Background: an optimization exercise with open tools, aiming at small area, a short achievable clock period and few clock cycles per item. Do not read the settings as production practice. Where RTL was checked, it was by simulation tests only, not by an equivalence proof against the original.

## the reference run
==> module seq_multiplier, before the edit <==
module seq_multiplier #(parameter N = 32) (
    input  logic clk, rst_n, start,
    input  logic [N-1:0] a, b,
    output logic [(2*N)-1:0] prod,
    output logic ready
);
    logic [(2*N)-1:0] multiplicand;
    logic [N-1:0] multiplier;
    logic [$clog2(N):0] count;
    always_ff @(posedge clk or negedge rst_n) begin
        if (!rst_n) begin
            prod <= '0; ready <= 0; count <= '0;
        end else if (start) begin
            multiplicand <= { {N{1'b0}}, a };
            multiplier <= b;
            prod <= '0;
            count <= N;
            ready <= 0;
        end else if (count > 0) begin
            if (multiplier[0]) prod <= prod + multiplicand;
            multiplicand <= multiplicand << 1;
            multiplier <= multiplier >> 1;
            count <= count - 1;
        end else begin
            ready <= 1;
        end
    end
endmodule
clock: 4.5 ns
lec_check: 0
cap_margin: 20
core_margin: 2
core_utilization: 40
slew_margin: 20
run.sh (not shown) runs the stock make flow with config.mk's settings and CLKGATE_MAP_FILE= SYNTH_SCRIPT=/design/flow/synth_recipe.tcl, a recipe that flattens the netlist after the stock synthesis.
The reference run: full flow OK, the timing, design-rule and antenna checks passed
Testbench counts of the reference run, summed over its fixed seeds: cycles 81,600, items 2,400.
The following lists how the trial run was set up differently from the reference run:
==> flow/design.v <==
module seq_multiplier #(parameter N = 32) (
    input  logic clk, rst_n, start,
    input  logic [N-1:0] a, b,
    output logic [(2*N)-1:0] prod,
    output logic ready
);
    localparam int K  = 4;             
    localparam int ND = N / K;         
    localparam int IW = $clog2(ND);    
    logic [N-1:0]     mcand;           
    logic [N-1:0]     mplier;          
    logic [2*N-1:0]   acc;
    logic [IW-1:0]    idx;             
    logic             busy;
    logic [IW:0] nda, ndb;
    always_comb begin
        nda = '0;
        ndb = '0;
        for (int i = 0; i < ND; i++) begin
            if (|a[i*K +: K]) nda = (IW+1)'(i + 1);
            if (|b[i*K +: K]) ndb = (IW+1)'(i + 1);
        end
    end
    logic        swap;
    logic [IW:0] nd;
    assign swap = ndb > nda;
    assign nd   = swap ? nda : ndb;
    logic [K-1:0] dig;
    assign dig = mplier[idx*K +: K];
    always_ff @(posedge clk or negedge rst_n) begin
        if (!rst_n) begin
            busy  <= 1'b0;
            ready <= 1'b0;
        end else if (start) begin
            busy  <= nd != 0;
            ready <= nd == 0;
        end else if (busy && idx == 0) begin
            busy  <= 1'b0;
            ready <= 1'b1;
        end
    end
    always_ff @(posedge clk) begin
        if (start) begin
            mcand  <= swap ? b : a;
            mplier <= swap ? a : b;
            acc    <= '0;
            idx    <= IW'(nd - 1);
        end else if (busy) begin
            acc <= (acc << K) + mcand * dig;
            idx <= idx - 1'b1;
        end
    end
    assign prod = acc;
endmodule
[summary]
In the trial run the implementation completed, yet the final layout does not meet the checks, the culprit being negative setup slack. The trial run vs the reference run — height of the die rose about 6%. Diff the reference run -> the trial run: non-clock buffer count went up by 120%; core utilization went up by 5.6 points; worst setup margin went down by 1500 ps; width of the chip went up by 5.9%. Routability congestion estimate was lower in the reference run than in the trial run. The reference run → the trial run: worst hold slack after final layout increased 110 ps, number of post-CTS setup repair buffers saw an increase, total standard cell area after synthesis rose by 1300 um^2, clock network latency to the later pin of the worst-skew pair moved down, async set-reset flop share out of synthesis went down by 41 points. Changes observed in the trial run relative to the reference run: count of cell types in the netlist now larger, initial antenna violation count now smaller.
For the trial run, only the layout was checked, not whether the RTL still works.

rev 12:
Another version of the RTL of seq_multiplier (not shown whole).
Size in the first run: ~1100 cells after synthesis, ~130 I/O pins.
==> module seq_multiplier, before the edit <==
module seq_multiplier #(parameter N = 32) (
    input  logic clk, rst_n, start,
    input  logic [N-1:0] a, b,
    output logic [(2*N)-1:0] prod,
    output logic ready
);
    logic [63:0] r;
    logic [31:0] mcand;
    logic [1:0]  dlt;        
    logic [2:0]  top;        
    logic [2:0]  cnt;        
    logic        busy;
    logic        one0, two0, neg0, one1, two1, neg1;
    function automatic logic [5:0] benc(input logic [3:0] n, input logic l);
        benc = {n[2] ^ n[1],
                (n[3] & ~n[2] & ~n[1]) | (~n[3] & n[2] & n[1]),
                n[3],
                n[0] ^ l,
                (n[1] & ~n[0] & ~l) | (~n[1] & n[0] & l),
                n[1]};
    endfunction
    logic [7:0] fa, fb;      
    logic [7:0] ta, tb;      
    logic [7:0] ha, hb;      
    always_comb begin
        for (int i = 0; i < 8; i++) begin
            fa[i] = |a[4*i +: 4];
            fb[i] = |b[4*i +: 4];
        end
        ta[7] = fa[7];
        tb[7] = fb[7];
        for (int i = 6; i >= 0; i--) begin
            ta[i] = ta[i+1] | fa[i];
            tb[i] = tb[i+1] | fb[i];
        end
        ha = ta & ~{1'b0, ta[7:1]};
        hb = tb & ~{1'b0, tb[7:1]};
    end
    logic [2:0] pa, pb;
    logic [3:0] na, nb;
    logic       la, lb;
    always_comb begin
        pa = '0; pb = '0;
        na = '0; nb = '0;
        la = 1'b0; lb = 1'b0;
        for (int i = 0; i < 8; i++) begin
            pa = pa | ({3{ha[i]}} & 3'(i));
            pb = pb | ({3{hb[i]}} & 3'(i));
            na = na | ({4{ha[i]}} & a[4*i +: 4]);
            nb = nb | ({4{hb[i]}} & b[4*i +: 4]);
            if (i > 0) begin
                la = la | (ha[i] & a[4*i - 1]);
                lb = lb | (hb[i] & b[4*i - 1]);
            end
        end
    end
    logic       swap;        
    assign swap = |(tb & ~ta);
    logic [5:0] enc_a, enc_b;
    assign enc_a = benc(na, la);
    assign enc_b = benc(nb, lb);
    logic [3:0] nn;
    logic       nl;
    always_comb begin
        nn = '0;
        nl = 1'b0;
        for (int i = 1; i < 8; i++)
            if (top == 3'(i)) begin
                nn = r[28 + 4*i +: 4];
                nl = r[27 + 4*i];
            end
        if (cnt == 3'd1) nl = 1'b0;
    end
    logic [33:0] row0, row1;
    always_comb begin
        for (int k = 0; k < 33; k++) begin
            row0[k] = ((one0 & (k < 32 ? mcand[k] : 1'b0)) |
                       (two0 & (k > 0 ? mcand[k-1] : 1'b0))) ^ neg0;
            row1[k] = ((one1 & (k < 32 ? mcand[k] : 1'b0)) |
                       (two1 & (k > 0 ? mcand[k-1] : 1'b0))) ^ neg1;
        end
        row0[33] = neg0;
        row1[33] = neg1;
    end
    logic [37:0] u0, u1, u2, cs_s, cs_c, w;
    assign u0   = {{4{neg0}}, row0};
    assign u1   = {{2{neg1}}, row1, 1'b0, neg0};
    assign u2   = {2'b0, r[31:0], 1'b0, neg1, 2'b0};
    assign cs_s = u0 ^ u1 ^ u2;
    assign cs_c = ((u0 & u1) | (u0 & u2) | (u1 & u2)) << 1;
    logic [37:0] kg [0:6];
    logic [37:0] kp [0:6];
    assign kg[0] = cs_s & cs_c;
    assign kp[0] = cs_s ^ cs_c;
    for (genvar l = 0; l < 6; l++) begin : g_sk
        for (genvar i = 0; i < 38; i++) begin : g_bit
            if ((i >> l) & 1) begin : g_node
                localparam int J = ((i >> l) << l) - 1;
                assign kg[l+1][i] = kg[l][i] | (kp[l][i] & kg[l][J]);
                assign kp[l+1][i] = kp[l][i] & kp[l][J];
            end else begin : g_pass
                assign kg[l+1][i] = kg[l][i];
                assign kp[l+1][i] = kp[l][i];
            end
        end
    end
    assign w = kp[0] ^ {kg[6][36:0], 1'b0};
    logic [27:0] up_sum;
    logic [31:0] hm;
    always_comb begin
        hm = {up_sum, r[35:32]};
        for (int i = 0; i < 8; i++)
            if (top == 3'(i)) hm[4*i +: 4] = 4'b0;
    end
    logic [27:0] up_nxt;
    assign up_nxt = hm[27:0];
    always_ff @(posedge clk or negedge rst_n) begin
        if (!rst_n) begin
            busy  <= 1'b0;
            ready <= 1'b0;
        end else if (start) begin
            busy  <= ta[0] & tb[0];
            ready <= ~(ta[0] & tb[0]);
        end else if (busy && cnt == 0) begin
            busy  <= 1'b0;
            ready <= 1'b1;
        end
    end
    always_ff @(posedge clk) begin
        if (start) begin
            mcand <= swap ? b : a;
            r     <= swap ? {a, b & {32{na[3]}}} : {b, a & {32{nb[3]}}};
            dlt   <= 2'b00;
            top   <= swap ? pa : pb;
            cnt   <= swap ? pa : pb;
            {one1, two1, neg1, one0, two0, neg0} <= swap ? enc_a : enc_b;
        end else if (busy) begin
            r     <= {up_nxt, w[35:0]};
            dlt   <= w[37:36];
            cnt   <= cnt - 1'b1;
            {one1, two1, neg1, one0, two0, neg0} <= benc(nn, nl);
        end
    end
    logic [27:0] oa [0:5];   
    logic [27:0] oz [0:5];   
    assign oa[0] = {r[62:36], 1'b1};
    assign oz[0] = {~r[62:36], 1'b1};
    for (genvar l = 0; l < 5; l++) begin : g_oz
        for (genvar i = 0; i < 28; i++) begin : g_bit
            if ((i >> l) & 1) begin : g_node
                localparam int J = ((i >> l) << l) - 1;
                assign oa[l+1][i] = oa[l][i] & oa[l][J];
                assign oz[l+1][i] = oz[l][i] & oz[l][J];
            end else begin : g_pass
                assign oa[l+1][i] = oa[l][i];
                assign oz[l+1][i] = oz[l][i];
            end
        end
    end
    assign up_sum = r[63:36] ^ (({28{dlt == 2'b01}} & oa[5]) |
                                ({28{dlt == 2'b11}} & oz[5]));
    assign prod   = {up_sum, r[35:0]};
endmodule
==> flow/config.mk <==
export PLATFORM = sky130hd
export DESIGN_NAME = seq_multiplier
export DESIGN_NICKNAME = seq_multiplier
export VERILOG_FILES = /design/flow/design.v
export SDC_FILE = /design/flow/constraint.sdc
export NUM_CORES = 4
export LEC_CHECK = 0
export CAP_MARGIN = 20
export CORE_MARGIN = 2
export CORE_UTILIZATION = 40
export PLACE_DENSITY = 0.75
export SETUP_SLACK_MARGIN = 0.4
export SLEW_MARGIN = 20
==> flow/constraint.sdc <==
create_clock -name core_clock -period 4.5 [get_ports {clk}]
set_input_delay 0.9000 -clock core_clock [delete_from_list [all_inputs] [get_ports {clk}]]
set_output_delay 0.9000 -clock core_clock [all_outputs]
set_load 0.01 [all_outputs]
standard.sh (not shown) runs the stock make flow with config.mk's settings and CLKGATE_MAP_FILE= SYNTH_SCRIPT=/design/flow/synth_recipe.tcl, a recipe that flattens the netlist after the stock synthesis.
==> flow/flow/run.sh <==
#!/bin/bash
# The standard layout, with the port buffers made of the smallest buffer
# cell instead of the default delay buffer.
set -euo pipefail
export BUFFER_PORTS_ARGS="-buffer_cell sky130_fd_sc_hd__buf_1"
bash standard.sh > standard_flow.log 2>&1
Testbench counts of rev 12, summed over its fixed seeds: cycles 10,280, items 2,400.
Setup changes, rev 12 to rev 13
==> flow/design.v <==
module seq_multiplier #(parameter N = 32) (
    input  logic clk, rst_n, start,
    input  logic [N-1:0] a, b,
    output logic [(2*N)-1:0] prod,
    output logic ready
);
    logic [63:0] r;
    logic [31:0] mcand;
    logic [1:0]  dlt;        
    logic [2:0]  top;        
    logic [2:0]  cnt;        
    logic        busy;
    logic        one0, two0, neg0, one1, two1, neg1;
    function automatic logic [5:0] benc(input logic [3:0] n, input logic l);
        benc = {n[2] ^ n[1],
                (n[3] & ~n[2] & ~n[1]) | (~n[3] & n[2] & n[1]),
                n[3],
                n[0] ^ l,
                (n[1] & ~n[0] & ~l) | (~n[1] & n[0] & l),
                n[1]};
    endfunction
    logic [7:0] fa, fb;      
    logic [7:0] ta, tb;      
    logic [7:0] ha, hb;      
    always_comb begin
        for (int i = 0; i < 8; i++) begin
            fa[i] = |a[4*i +: 4];
            fb[i] = |b[4*i +: 4];
        end
        ta[7] = fa[7];
        tb[7] = fb[7];
        for (int i = 6; i >= 0; i--) begin
            ta[i] = ta[i+1] | fa[i];
            tb[i] = tb[i+1] | fb[i];
        end
        ha = ta & ~{1'b0, ta[7:1]};
        hb = tb & ~{1'b0, tb[7:1]};
    end
    logic        swap;       
    assign swap = |(tb & ~ta);
    logic [31:0] ld_mcand, ld_mpl;
    logic [7:0]  hm1;
    logic [2:0]  tp;
    logic [3:0]  tn;
    logic        tl;
    assign ld_mcand = swap ? b : a;
    assign ld_mpl   = swap ? a : b;
    assign hm1      = swap ? ha : hb;
    always_comb begin
        tp = '0;
        tn = '0;
        tl = 1'b0;
        for (int i = 0; i < 8; i++) begin
            tp = tp | ({3{hm1[i]}} & 3'(i));
            tn = tn | ({4{hm1[i]}} & ld_mpl[4*i +: 4]);
            if (i > 0) tl = tl | (hm1[i] & ld_mpl[4*i - 1]);
        end
    end
    logic [3:0] nn;
    logic       nl;
    always_comb begin
        nn = '0;
        nl = 1'b0;
        for (int i = 1; i < 8; i++)
            if (top == 3'(i)) begin
                nn = r[28 + 4*i +: 4];
                nl = r[27 + 4*i];
            end
        if (cnt == 3'd1) nl = 1'b0;
    end
    logic [3:0] en;
    logic       el;
    assign en = start ? tn : nn;
    assign el = start ? tl : nl;
    logic [33:0] row0, row1;
    always_comb begin
        for (int k = 0; k < 33; k++) begin
            row0[k] = ((one0 & (k < 32 ? mcand[k] : 1'b0)) |
                       (two0 & (k > 0 ? mcand[k-1] : 1'b0))) ^ neg0;
            row1[k] = ((one1 & (k < 32 ? mcand[k] : 1'b0)) |
                       (two1 & (k > 0 ? mcand[k-1] : 1'b0))) ^ neg1;
        end
        row0[33] = neg0;
        row1[33] = neg1;
    end
    logic [37:0] u0, u1, u2, cs_s, cs_c, w;
    assign u0   = {{4{neg0}}, row0};
    assign u1   = {{2{neg1}}, row1, 1'b0, neg0};
    assign u2   = {2'b0, r[31:0], 1'b0, neg1, 2'b0};
    assign cs_s = u0 ^ u1 ^ u2;
    assign cs_c = ((u0 & u1) | (u0 & u2) | (u1 & u2)) << 1;
    logic [37:0] kg [0:6];
    logic [37:0] kp [0:6];
    assign kg[0] = cs_s & cs_c;
    assign kp[0] = cs_s ^ cs_c;
    for (genvar l = 0; l < 6; l++) begin : g_sk
        for (genvar i = 0; i < 38; i++) begin : g_bit
            if ((i >> l) & 1) begin : g_node
                localparam int J = ((i >> l) << l) - 1;
                assign kg[l+1][i] = kg[l][i] | (kp[l][i] & kg[l][J]);
                assign kp[l+1][i] = kp[l][i] & kp[l][J];
            end else begin : g_pass
                assign kg[l+1][i] = kg[l][i];
                assign kp[l+1][i] = kp[l][i];
            end
        end
    end
    assign w = kp[0] ^ {kg[6][36:0], 1'b0};
    logic [27:0] up_sum;
    logic [31:0] hm;
    always_comb begin
        hm = {up_sum, r[35:32]};
        for (int i = 0; i < 8; i++)
            if (top == 3'(i)) hm[4*i +: 4] = 4'b0;
    end
    logic [27:0] up_nxt;
    assign up_nxt = hm[27:0];
    always_ff @(posedge clk or negedge rst_n) begin
        if (!rst_n) begin
            busy  <= 1'b0;
            ready <= 1'b0;
        end else if (start) begin
            busy  <= ta[0] & tb[0];
            ready <= ~(ta[0] & tb[0]);
        end else if (busy && cnt == 0) begin
            busy  <= 1'b0;
            ready <= 1'b1;
        end
    end
    always_ff @(posedge clk) begin
        if (start) begin
            mcand <= ld_mcand;
            r     <= {ld_mpl, ld_mcand & {32{tn[3]}}};
            dlt   <= 2'b00;
            top   <= tp;
        end else if (busy) begin
            r     <= {up_nxt, w[35:0]};
            dlt   <= w[37:36];
        end
    end
    always_ff @(posedge clk) begin
        cnt <= start ? tp : cnt - 1'b1;
        {one1, two1, neg1, one0, two0, neg0} <= benc(en, el);
    end
    logic [27:0] oa [0:5];   
    logic [27:0] oz [0:5];   
    assign oa[0] = {r[62:36], 1'b1};
    assign oz[0] = {~r[62:36], 1'b1};
    for (genvar l = 0; l < 5; l++) begin : g_oz
        for (genvar i = 0; i < 28; i++) begin : g_bit
            if ((i >> l) & 1) begin : g_node
                localparam int J = ((i >> l) << l) - 1;
                assign oa[l+1][i] = oa[l][i] & oa[l][J];
                assign oz[l+1][i] = oz[l][i] & oz[l][J];
            end else begin : g_pass
                assign oa[l+1][i] = oa[l][i];
                assign oz[l+1][i] = oz[l][i];
            end
        end
    end
    assign up_sum = r[63:36] ^ (({28{dlt == 2'b01}} & oa[5]) |
                                ({28{dlt == 2'b11}} & oz[5]));
    assign prod   = {up_sum, r[35:0]};
endmodule
### Flow results
Every run (rev 12 and rev 13) finished clean. Final-layout clock buffer total in rev 13 vs rev 12: up 1. Any difference in fraction of standard cell area that is sequential between rev 13 and rev 12 is small enough to ignore. Post-CTS setup-driven buffer insertion count delta for rev 13 relative to rev 12: 10 higher. Height of the chip, rev 12 and rev 13: higher on rev 12. Diff rev 12 -> rev 13: critical path depth dropped 4; global routing usage summed across all routing layers barely changed. Compared with rev 12, rev 13 improves wire length of the first global-routing pass. [rev 13] remaining max-slew budget at the tightest pin rose 18 points relative to rev 12. Rev 13 ends up with a fraction of the core area covered by cells at the end of the flow that is 0.84 points higher than in rev 12. The number of combinational gates with multiple inputs in rev 13 sits 53 below the value recorded for rev 12. Per the comparison of rev 13 with rev 12, share of the clock period used by the worst path saw an increase, final-stage net count now smaller, cell area after layout moved down.
Testbench counts of rev 13, summed over its fixed seeds: cycles 10,280, items 2,400.

-- port drivers added, routing unchanged --
How much do the figures lean on ideal ports? The routed layouts below were timed once more, with nothing changed but the port constraints.
Step 1 sets driving cells, clkbuf_16 on the clock port and buf_2 on the other inputs (assumed; they add their load-dependent delay and slew).
Step 2, shift: input delay + t, output delay - t, t = (earliest + latest rising clock arrival at the registers) / 2. This alone moves slack from input paths to output paths.
a / b / c = ideal / step 1 / step 2; a / b = the first two.
| run | t (ns) | setup WS [ns] | slew at the worst register clock pin (ns) | cell pins on the clock port's net |
|---|---|---|---|---|
| the reference run | 0.488 | 0.653 / 0.653 / 0.653 | 0.09 / 0.09 | 1 |
| the trial run | 0.476 | -0.849 / -0.849 / -0.849 | 0.06 / 0.06 | 1 |
| rev 12 | 0.413 | 0.430 / 0.430 / 0.057 | 0.09 / 0.09 | 1 |
| rev 13 | 0.417 | 0.196 / 0.146 / 0.223 | 0.09 / 0.09 | 1 |
The setup slack of rev 12, which loses most, moves by 0.000 ns with the drivers and by -0.373 ns with both steps.
